Source: an optimization exercise on an open RTL-to-GDS flow (aim: a short achievable clock period and few clock cycles per item). Production flows keep margins and buffers that such runs may drop.
The RTL was checked by simulation tests, not by an equivalence proof against the original design.
Power is estimated from default activity; no workload was simulated.

==> flow/design.v <==
module cpu(clk, rst, imem_addr, imem_rdata, dmem_addr, dmem_rdata, dmem_we, dmem_wdata);
  input clk;
  input rst;
  output [9:0] imem_addr;
  input [31:0] imem_rdata;
  output [9:0] dmem_addr;
  input [31:0] dmem_rdata;
  output dmem_we;
  output [31:0] dmem_wdata;
  reg [31:0] RF [1:31];
  reg [31:0] wRes, w2Res;      
  reg [4:0] wDest;             
  reg [4:0] eDest;
  reg eSW, eK;
  wire [4:0] eDestV = eK ? 5'd0 : eDest;
  wire eSWV = eSW & ~eK;
  reg [15:0] bhtH, bhtL;
  integer k;
  reg uV, uInv;
  reg [3:0] uIdx;
  reg [9:0] PC;                 
  reg [9:0] PCn;                
  wire [31:0] fI = imem_rdata;
  wire fJ = fI[31:26] == 6'd2;
  wire fBr = fI[31:27] == 5'b00010;
  wire fInv = bhtH[PCn[3:0]];   
  wire fPT = fBr & (fI[15] ^ fInv);
  wire [9:0] fPC1 = PCn;
  wire [9:0] fBT, fBT1, fPC2, fJT1;
  add10c u_fbt(.a(PCn), .b(fI[9:0]), .ci(1'b0), .s(fBT));
  add10c u_fbt1(.a(PCn), .b(fI[9:0]), .ci(1'b1), .s(fBT1));
  add10c u_pc2(.a(PCn), .b(10'd0), .ci(1'b1), .s(fPC2));
  add10c u_jt1(.a(fI[9:0]), .b(10'd0), .ci(1'b1), .s(fJT1));
  wire [9:0] fNext0 = fJ ? fI[9:0] : fBr & fI[15] ? fBT : fPC1;
  wire [9:0] fNext1 = fJ ? fI[9:0] : fBr & ~fI[15] ? fBT : fPC1;
  wire [9:0] fNext = fInv ? fNext1 : fNext0;
  wire [9:0] fNextP0 = fJ ? fJT1 : fBr & fI[15] ? fBT1 : fPC2;
  wire [9:0] fNextP1 = fJ ? fJT1 : fBr & ~fI[15] ? fBT1 : fPC2;
  wire [9:0] fNextP = fInv ? fNextP1 : fNextP0;
  wire [9:0] fAlt = fInv ^ fI[15] ? fPC1 : fBT;
  wire [4:0] fRs = fI[25:21], fRt = fI[20:16];
  wire [31:0] fA0 = fRs[2:0] == 3'd0 ? 32'd0 : RF[{2'd0, fRs[2:0]}];
  wire [31:0] fA1 = RF[{2'd1, fRs[2:0]}], fA2 = RF[{2'd2, fRs[2:0]}], fA3 = RF[{2'd3, fRs[2:0]}];
  wire [31:0] fB0 = fRt[2:0] == 3'd0 ? 32'd0 : RF[{2'd0, fRt[2:0]}];
  wire [31:0] fB1 = RF[{2'd1, fRt[2:0]}], fB2 = RF[{2'd2, fRt[2:0]}], fB3 = RF[{2'd3, fRt[2:0]}];
  reg [31:0] dI;
  reg [31:0] dA0, dA1, dA2v, dA3v, dB0, dB1, dB2v, dB3v;
  reg dV, dPT, dA2, dA3, dB2, dB3;
  reg [3:0] gA, gB;            
  reg dStall;                  
  reg [9:0] dAlt, dAlt1;       
  reg [3:0] dIdx;
  wire [5:0] dOp = dI[31:26], dFn = dI[5:0];
  wire [4:0] dRs = dI[25:21], dRt = dI[20:16], dRd = dI[15:11];
  wire dR = dOp == 6'd0;
  wire dSLL = dR & dFn == 6'd0, dSRL = dR & dFn == 6'd2, dADD = dR & dFn == 6'd32,
       dSUB = dR & dFn == 6'd34, dAND = dR & dFn == 6'd36, dOR = dR & dFn == 6'd37,
       dNOR = dR & dFn == 6'd39;
  wire dADDI = dOp == 6'd8, dANDI = dOp == 6'd12, dORI = dOp == 6'd13,
       dLW = dOp == 6'd35, dSW = dOp == 6'd43, dBEQ = dOp == 6'd4, dBNE = dOp == 6'd5;
  wire dRW = dSLL | dSRL | dADD | dSUB | dAND | dOR | dNOR;
  wire dIW = dADDI | dANDI | dORI | dLW;
  wire [4:0] dDest = dRW ? dRd : dIW ? dRt : 5'd0;
  wire dImm = dADDI | dANDI | dORI;
  wire [31:0] dSimm = {{16{dI[15]}}, dI[15:0]};
  wire [31:0] dA = ({32{gA[0]}} & dA0) | ({32{gA[1]}} & dA1) | ({32{gA[2]}} & dA2v) | ({32{gA[3]}} & dA3v);
  wire [31:0] dB = ({32{gB[0]}} & dB0) | ({32{gB[1]}} & dB1) | ({32{gB[2]}} & dB2v) | ({32{gB[3]}} & dB3v);
  wire [31:0] dAv = dA2 ? wRes : dA3 ? w2Res : dA;
  wire [31:0] dBv = dB2 ? wRes : dB3 ? w2Res : dB;
  wire [9:0] dAddr;
  add10c u_addr(.a(dAv[9:0]), .b(dI[11:2]), .ci(1'b0), .s(dAddr));
  wire dMA = eDestV != 5'd0 & eDestV == dRs;
  wire dMB = eDestV != 5'd0 & eDestV == dRt;
  wire dGo = dV & ~dStall;
  wire fLW = fI[31:26] == 6'd35, fMem = fLW | fI[31:26] == 6'd43;
  wire fStall = (fMem & dGo & dDest != 5'd0 & dDest == fRs) | (fLW & dGo & dSW);
  reg eBeq, eBne, ePT, eSt;
  reg [3:0] eIdx;
  reg [9:0] eAlt, eAlt1, eAddr, mAddr;
  reg [31:0] eA, eB, eO2;      
  reg eSub;
  reg [4:0] eSh;
  reg sAdd, sAnd, sOr, sNor, sSll, sSrl, sLw;
  reg eZok, eZsh;              
  reg [31:0] eZm;              
  reg sWe;
  reg [31:0] sData;
  wire [32:0] sumx = {eA, 1'b1} + {eO2, eSub};
  wire [31:0] sum = sumx[32:1];
  wire [31:0] res = ({32{sAdd}} & sum) | ({32{sAnd}} & (eA & eO2)) | ({32{sOr}} & (eA | eO2))
                  | ({32{sNor}} & ~(eA | eO2)) | ({32{sSll}} & (eB << eSh))
                  | ({32{sSrl}} & (eB >> eSh)) | ({32{sLw}} & dmem_rdata);
  wire eEq = eA == eB;
  wire eBr = ~eK & (eBeq | eBne);
  wire eTaken = eBeq ? eEq : ~eEq;
  wire eMis = eBr & (eTaken ^ ePT);
  wire [31:0] eZv = eZsh ? eB & eZm : ({32{sAnd}} & (eA & eO2)) | ({32{sOr}} & (eA | eO2))
                                      | ({32{sNor}} & ~(eA | eO2));
  wire eZ = eZv == 32'd0;
  wire [4:0] dX = dRs == 5'd0 ? dRt : dRs;
  wire dEarly = dV & (dBEQ | dBNE) & ((dRs == 5'd0) ^ (dRt == 5'd0)) & eZok & eDestV == dX;
  wire dTakenE = dBEQ ? eZ : ~eZ;
  wire dMisE = dEarly & (dTakenE ^ dPT);
  wire [31:0] nA = dMA ? res : dAv;
  wire [31:0] nB = dMB ? res : dBv;
  assign imem_addr = PC;
  assign dmem_addr = mAddr;
  assign dmem_we = sWe;
  assign dmem_wdata = sData;
  always @(posedge clk) begin
    if(rst) begin
      PC <= 10'd0;
      PCn <= 10'd1;
      dV <= 1'b0;
      bhtH <= 16'd0;
      bhtL <= 16'd0;
      uV <= 1'b0;
      eDest <= 5'd0;
      eSW <= 1'b0;
      eBeq <= 1'b0;
      eBne <= 1'b0;
      eK <= 1'b0;
      dStall <= 1'b0;
      wDest <= 5'd0;
      sWe <= 1'b0;
    end else begin
      if(eMis) begin
        PC <= eAlt;
        PCn <= eAlt1;
        dV <= 1'b0;
      end else if(dMisE) begin
        PC <= dAlt;
        PCn <= dAlt1;
        dV <= 1'b0;
      end else if(~dStall) begin
        PC <= fNext;
        PCn <= fNextP;
        dV <= 1'b1;
      end
      for(k = 0; k < 16; k = k + 1)
        if(uV & uIdx == k) begin
          bhtH[k] <= uInv ? bhtH[k] | bhtL[k] : bhtH[k] & bhtL[k];
          bhtL[k] <= uInv ? ~bhtL[k] | bhtH[k] : ~bhtL[k] & bhtH[k];
        end
      uV <= eBr;
      eDest <= dGo ? dDest : 5'd0;
      eSW <= dGo & dSW;
      eBeq <= dGo & dBEQ;
      eBne <= dGo & dBNE;
      eK <= eMis;
      dStall <= ~eMis & ~dStall & fStall;
      wDest <= eDestV;
      sWe <= eSWV;
    end
    uIdx <= eIdx;
    uInv <= eTaken ^ eSt;
    if(~dStall) begin
      dI <= fI;
      dPT <= fPT;
      dAlt <= fAlt;
      dAlt1 <= fInv ^ fI[15] ? fPC2 : fBT1;
      dIdx <= PCn[3:0];
      gA <= 4'd1 << fI[25:24];
      gB <= 4'd1 << fI[20:19];
      dA0 <= fA0; dA1 <= fA1; dA2v <= fA2; dA3v <= fA3;
      dB0 <= fB0; dB1 <= fB1; dB2v <= fB2; dB3v <= fB3;
      dA2 <= eDestV != 5'd0 & eDestV == fRs;
      dB2 <= eDestV != 5'd0 & eDestV == fRt;
      dA3 <= wDest != 5'd0 & wDest == fRs;
      dB3 <= wDest != 5'd0 & wDest == fRt;
    end else begin
      dA0 <= dAv; dA1 <= dAv; dA2v <= dAv; dA3v <= dAv;
      dB0 <= dBv; dB1 <= dBv; dB2v <= dBv; dB3v <= dBv;
      dA2 <= dMA;
      dB2 <= dMB;
      dA3 <= 1'b0;
      dB3 <= 1'b0;
    end
    ePT <= dPT ^ dMisE;
    eSt <= dI[15];
    eIdx <= dIdx;
    eAlt <= dAlt;
    eAlt1 <= dAlt1;
    eAddr <= dAddr;
    mAddr <= eSWV ? eAddr : dAddr;
    eA <= nA;
    eB <= nB;
    eO2 <= dImm ? dSimm : nB ^ {32{dSUB}};
    eSub <= dSUB;
    eSh <= dI[10:6];
    sAdd <= dADD | dSUB | dADDI;
    sAnd <= dAND | dANDI;
    sOr <= dOR | dORI;
    sNor <= dNOR;
    sSll <= dSLL;
    sSrl <= dSRL;
    sLw <= dLW;
    eZok <= dSLL | dSRL | dAND | dANDI | dOR | dORI | dNOR;
    eZsh <= dSLL | dSRL;
    eZm <= dSLL ? 32'hffffffff >> dI[10:6] : 32'hffffffff << dI[10:6];
    sData <= eB;
    wRes <= res;
    w2Res <= wRes;
    if(wDest != 5'd0) RF[wDest] <= wRes;
  end
endmodule
module add10c(a, b, ci, s);
  input [9:0] a, b;
  input ci;
  output [9:0] s;
  wire [10:0] x = {a, 1'b1} + {b, ci};
  assign s = x[10:1];
endmodule
==> flow/config.mk <==
export PLATFORM = sky130hd
export DESIGN_NAME = cpu
export DESIGN_NICKNAME = cpu
export VERILOG_FILES = /design/flow/design.v
export SDC_FILE = /design/flow/constraint.sdc
export NUM_CORES = 8
export LEC_CHECK = 0
export CAP_MARGIN = 20
export CORE_MARGIN = 2
export CORE_UTILIZATION = 40
export PLACE_DENSITY = 0.7
export SETUP_SLACK_MARGIN = 5
export SLEW_MARGIN = 20
export SYNTH_HIERARCHICAL = 1
==> flow/constraint.sdc <==
create_clock -name core_clock -period 7.5 [get_ports {clk}]
set_input_delay 1.5000 -clock core_clock [delete_from_list [all_inputs] [get_ports {clk}]]
set_output_delay 1.5000 -clock core_clock [all_outputs]
set_load 0.01 [all_outputs]
standard.sh (not shown) runs the stock make flow with config.mk's settings and CLKGATE_MAP_FILE= SYNTH_SCRIPT=/design/flow/synth_recipe.tcl, a recipe that flattens the netlist after the stock synthesis.
==> flow/flow/run.sh <==
#!/bin/bash
# The standard layout (standard.sh) with these changes:
# - synthesis leaves Yosys's adders to ABC instead of mapping them to the
#   library's full/half-adder cells, and ABC maps for delay (structural choices, then its classic
#   mapper; flow/abc.script) instead of ORFS's speed script;
set -o pipefail
export ADDER_MAP_FILE=
export MY_ABC_SCRIPT=$PWD/flow/abc.script
# The standard flow's synthesis script with the ABC script replaced
{ head -n 1 synth_recipe.tcl
  cat <<'EOT'
proc abc {args} {
  set i [lsearch -exact $args -script]
  if {$i >= 0} { set args [lreplace $args $i [expr {$i + 1}] -script $::env(MY_ABC_SCRIPT)] }
  yosys abc {*}$args
}
EOT
  tail -n +2 synth_recipe.tcl; } > flow_synth.tcl
bash standard.sh SYNTH_SCRIPT=$PWD/flow_synth.tcl SETUP_SLACK_MARGIN=5 finish 2>&1 | tee standard.log
==> flow/flow/abc.script <==
strash
dch
map -D 300
buffer -c
topo
stime -c
upsize -c
dnsize -c
Testbench counts at the start, summed over its fixed seeds: cycles 46,044, instructions 44,290.
Edit:
--- a/flow/design.v
+++ b/flow/design.v
@@ -18,25 +18,18 @@
   integer k;
   reg uV, uInv;
   reg [3:0] uIdx;
-  reg [9:0] PC;                 
-  reg [9:0] PCn;                
+  reg [9:0] PC;
   wire [31:0] fI = imem_rdata;
   wire fJ = fI[31:26] == 6'd2;
   wire fBr = fI[31:27] == 5'b00010;
-  wire fInv = bhtH[PCn[3:0]];   
+  wire fInv = bhtH[PC[3:0]];
   wire fPT = fBr & (fI[15] ^ fInv);
-  wire [9:0] fPC1 = PCn;
-  wire [9:0] fBT, fBT1, fPC2, fJT1;
-  add10c u_fbt(.a(PCn), .b(fI[9:0]), .ci(1'b0), .s(fBT));
-  add10c u_fbt1(.a(PCn), .b(fI[9:0]), .ci(1'b1), .s(fBT1));
-  add10c u_pc2(.a(PCn), .b(10'd0), .ci(1'b1), .s(fPC2));
-  add10c u_jt1(.a(fI[9:0]), .b(10'd0), .ci(1'b1), .s(fJT1));
+  wire [9:0] fPC1 = PC + 10'd1;
+  wire [9:0] fBT;
+  add10c u_fbt(.a(PC), .b(fI[9:0]), .ci(1'b1), .s(fBT));
   wire [9:0] fNext0 = fJ ? fI[9:0] : fBr & fI[15] ? fBT : fPC1;
   wire [9:0] fNext1 = fJ ? fI[9:0] : fBr & ~fI[15] ? fBT : fPC1;
   wire [9:0] fNext = fInv ? fNext1 : fNext0;
-  wire [9:0] fNextP0 = fJ ? fJT1 : fBr & fI[15] ? fBT1 : fPC2;
-  wire [9:0] fNextP1 = fJ ? fJT1 : fBr & ~fI[15] ? fBT1 : fPC2;
-  wire [9:0] fNextP = fInv ? fNextP1 : fNextP0;
   wire [9:0] fAlt = fInv ^ fI[15] ? fPC1 : fBT;
   wire [4:0] fRs = fI[25:21], fRt = fI[20:16];
   wire [31:0] fA0 = fRs[2:0] == 3'd0 ? 32'd0 : RF[{2'd0, fRs[2:0]}];
@@ -48,7 +41,7 @@
   reg dV, dPT, dA2, dA3, dB2, dB3;
   reg [3:0] gA, gB;            
   reg dStall;                  
-  reg [9:0] dAlt, dAlt1;       
+  reg [9:0] dAlt;
   reg [3:0] dIdx;
   wire [5:0] dOp = dI[31:26], dFn = dI[5:0];
   wire [4:0] dRs = dI[25:21], dRt = dI[20:16], dRd = dI[15:11];
@@ -76,7 +69,7 @@
   wire fStall = (fMem & dGo & dDest != 5'd0 & dDest == fRs) | (fLW & dGo & dSW);
   reg eBeq, eBne, ePT, eSt;
   reg [3:0] eIdx;
-  reg [9:0] eAlt, eAlt1, eAddr, mAddr;
+  reg [9:0] eAlt, eAddr, mAddr;
   reg [31:0] eA, eB, eO2;      
   reg eSub;
   reg [4:0] eSh;
@@ -110,7 +103,6 @@
   always @(posedge clk) begin
     if(rst) begin
       PC <= 10'd0;
-      PCn <= 10'd1;
       dV <= 1'b0;
       bhtH <= 16'd0;
       bhtL <= 16'd0;
@@ -126,15 +118,12 @@
     end else begin
       if(eMis) begin
         PC <= eAlt;
-        PCn <= eAlt1;
         dV <= 1'b0;
       end else if(dMisE) begin
         PC <= dAlt;
-        PCn <= dAlt1;
         dV <= 1'b0;
       end else if(~dStall) begin
         PC <= fNext;
-        PCn <= fNextP;
         dV <= 1'b1;
       end
       for(k = 0; k < 16; k = k + 1)
@@ -158,8 +147,7 @@
       dI <= fI;
       dPT <= fPT;
       dAlt <= fAlt;
-      dAlt1 <= fInv ^ fI[15] ? fPC2 : fBT1;
-      dIdx <= PCn[3:0];
+      dIdx <= PC[3:0];
       gA <= 4'd1 << fI[25:24];
       gB <= 4'd1 << fI[20:19];
       dA0 <= fA0; dA1 <= fA1; dA2v <= fA2; dA3v <= fA3;
@@ -180,7 +168,6 @@
     eSt <= dI[15];
     eIdx <= dIdx;
     eAlt <= dAlt;
-    eAlt1 <= dAlt1;
     eAddr <= dAddr;
     mAddr <= eSWV ? eAddr : dAddr;
     eA <= nA;
Result: Non-clock buffer count came out lower by 18. Core utilization is lower by 0.26 points. Final cell count drops by 4.8%. Area after synthesis is lower by 3.8%. Combinational power went down by 28%. Final area fell by 4.2%.
Testbench counts after the change, summed over its fixed seeds: cycles 46,044, instructions 44,290.

static timing again, ports no longer ideal:
In the flow no input, the clock included, has a driving cell. The finished layouts below were timed again as built, in two steps.
Step 1 (the two cells are an assumption about what drives the block):
set clk [get_ports {clk}]
set_driving_cell -lib_cell sky130_fd_sc_hd__clkbuf_16 $clk
set_driving_cell -lib_cell sky130_fd_sc_hd__buf_2 [delete_from_list [all_inputs] $clk]
Step 2 times the ports against the registers' clock, not the clock port: input delays grow and output delays shrink by t, the midpoint of the rising clock arrivals with the driver on.
a / b / c = ideal ports / drivers / drivers and shift; a / b = the first two.
run	t, ns	slack for setup (ns)	hold slack, ns	worst setup path after step 2	pins driven straight from the clock port
the first run	0.931	4.670 / 4.572 / 3.710	0.331 / 0.331 / 0.331	input to register	1
the second run	0.940	4.609 / 4.547 / 3.884	0.313 / 0.313 / 0.313	input to register	1
After both steps every run listed still meets setup and hold. The setup slack of the first run, which loses most, moves by -0.098 ns with the drivers and by -0.960 ns with both steps.
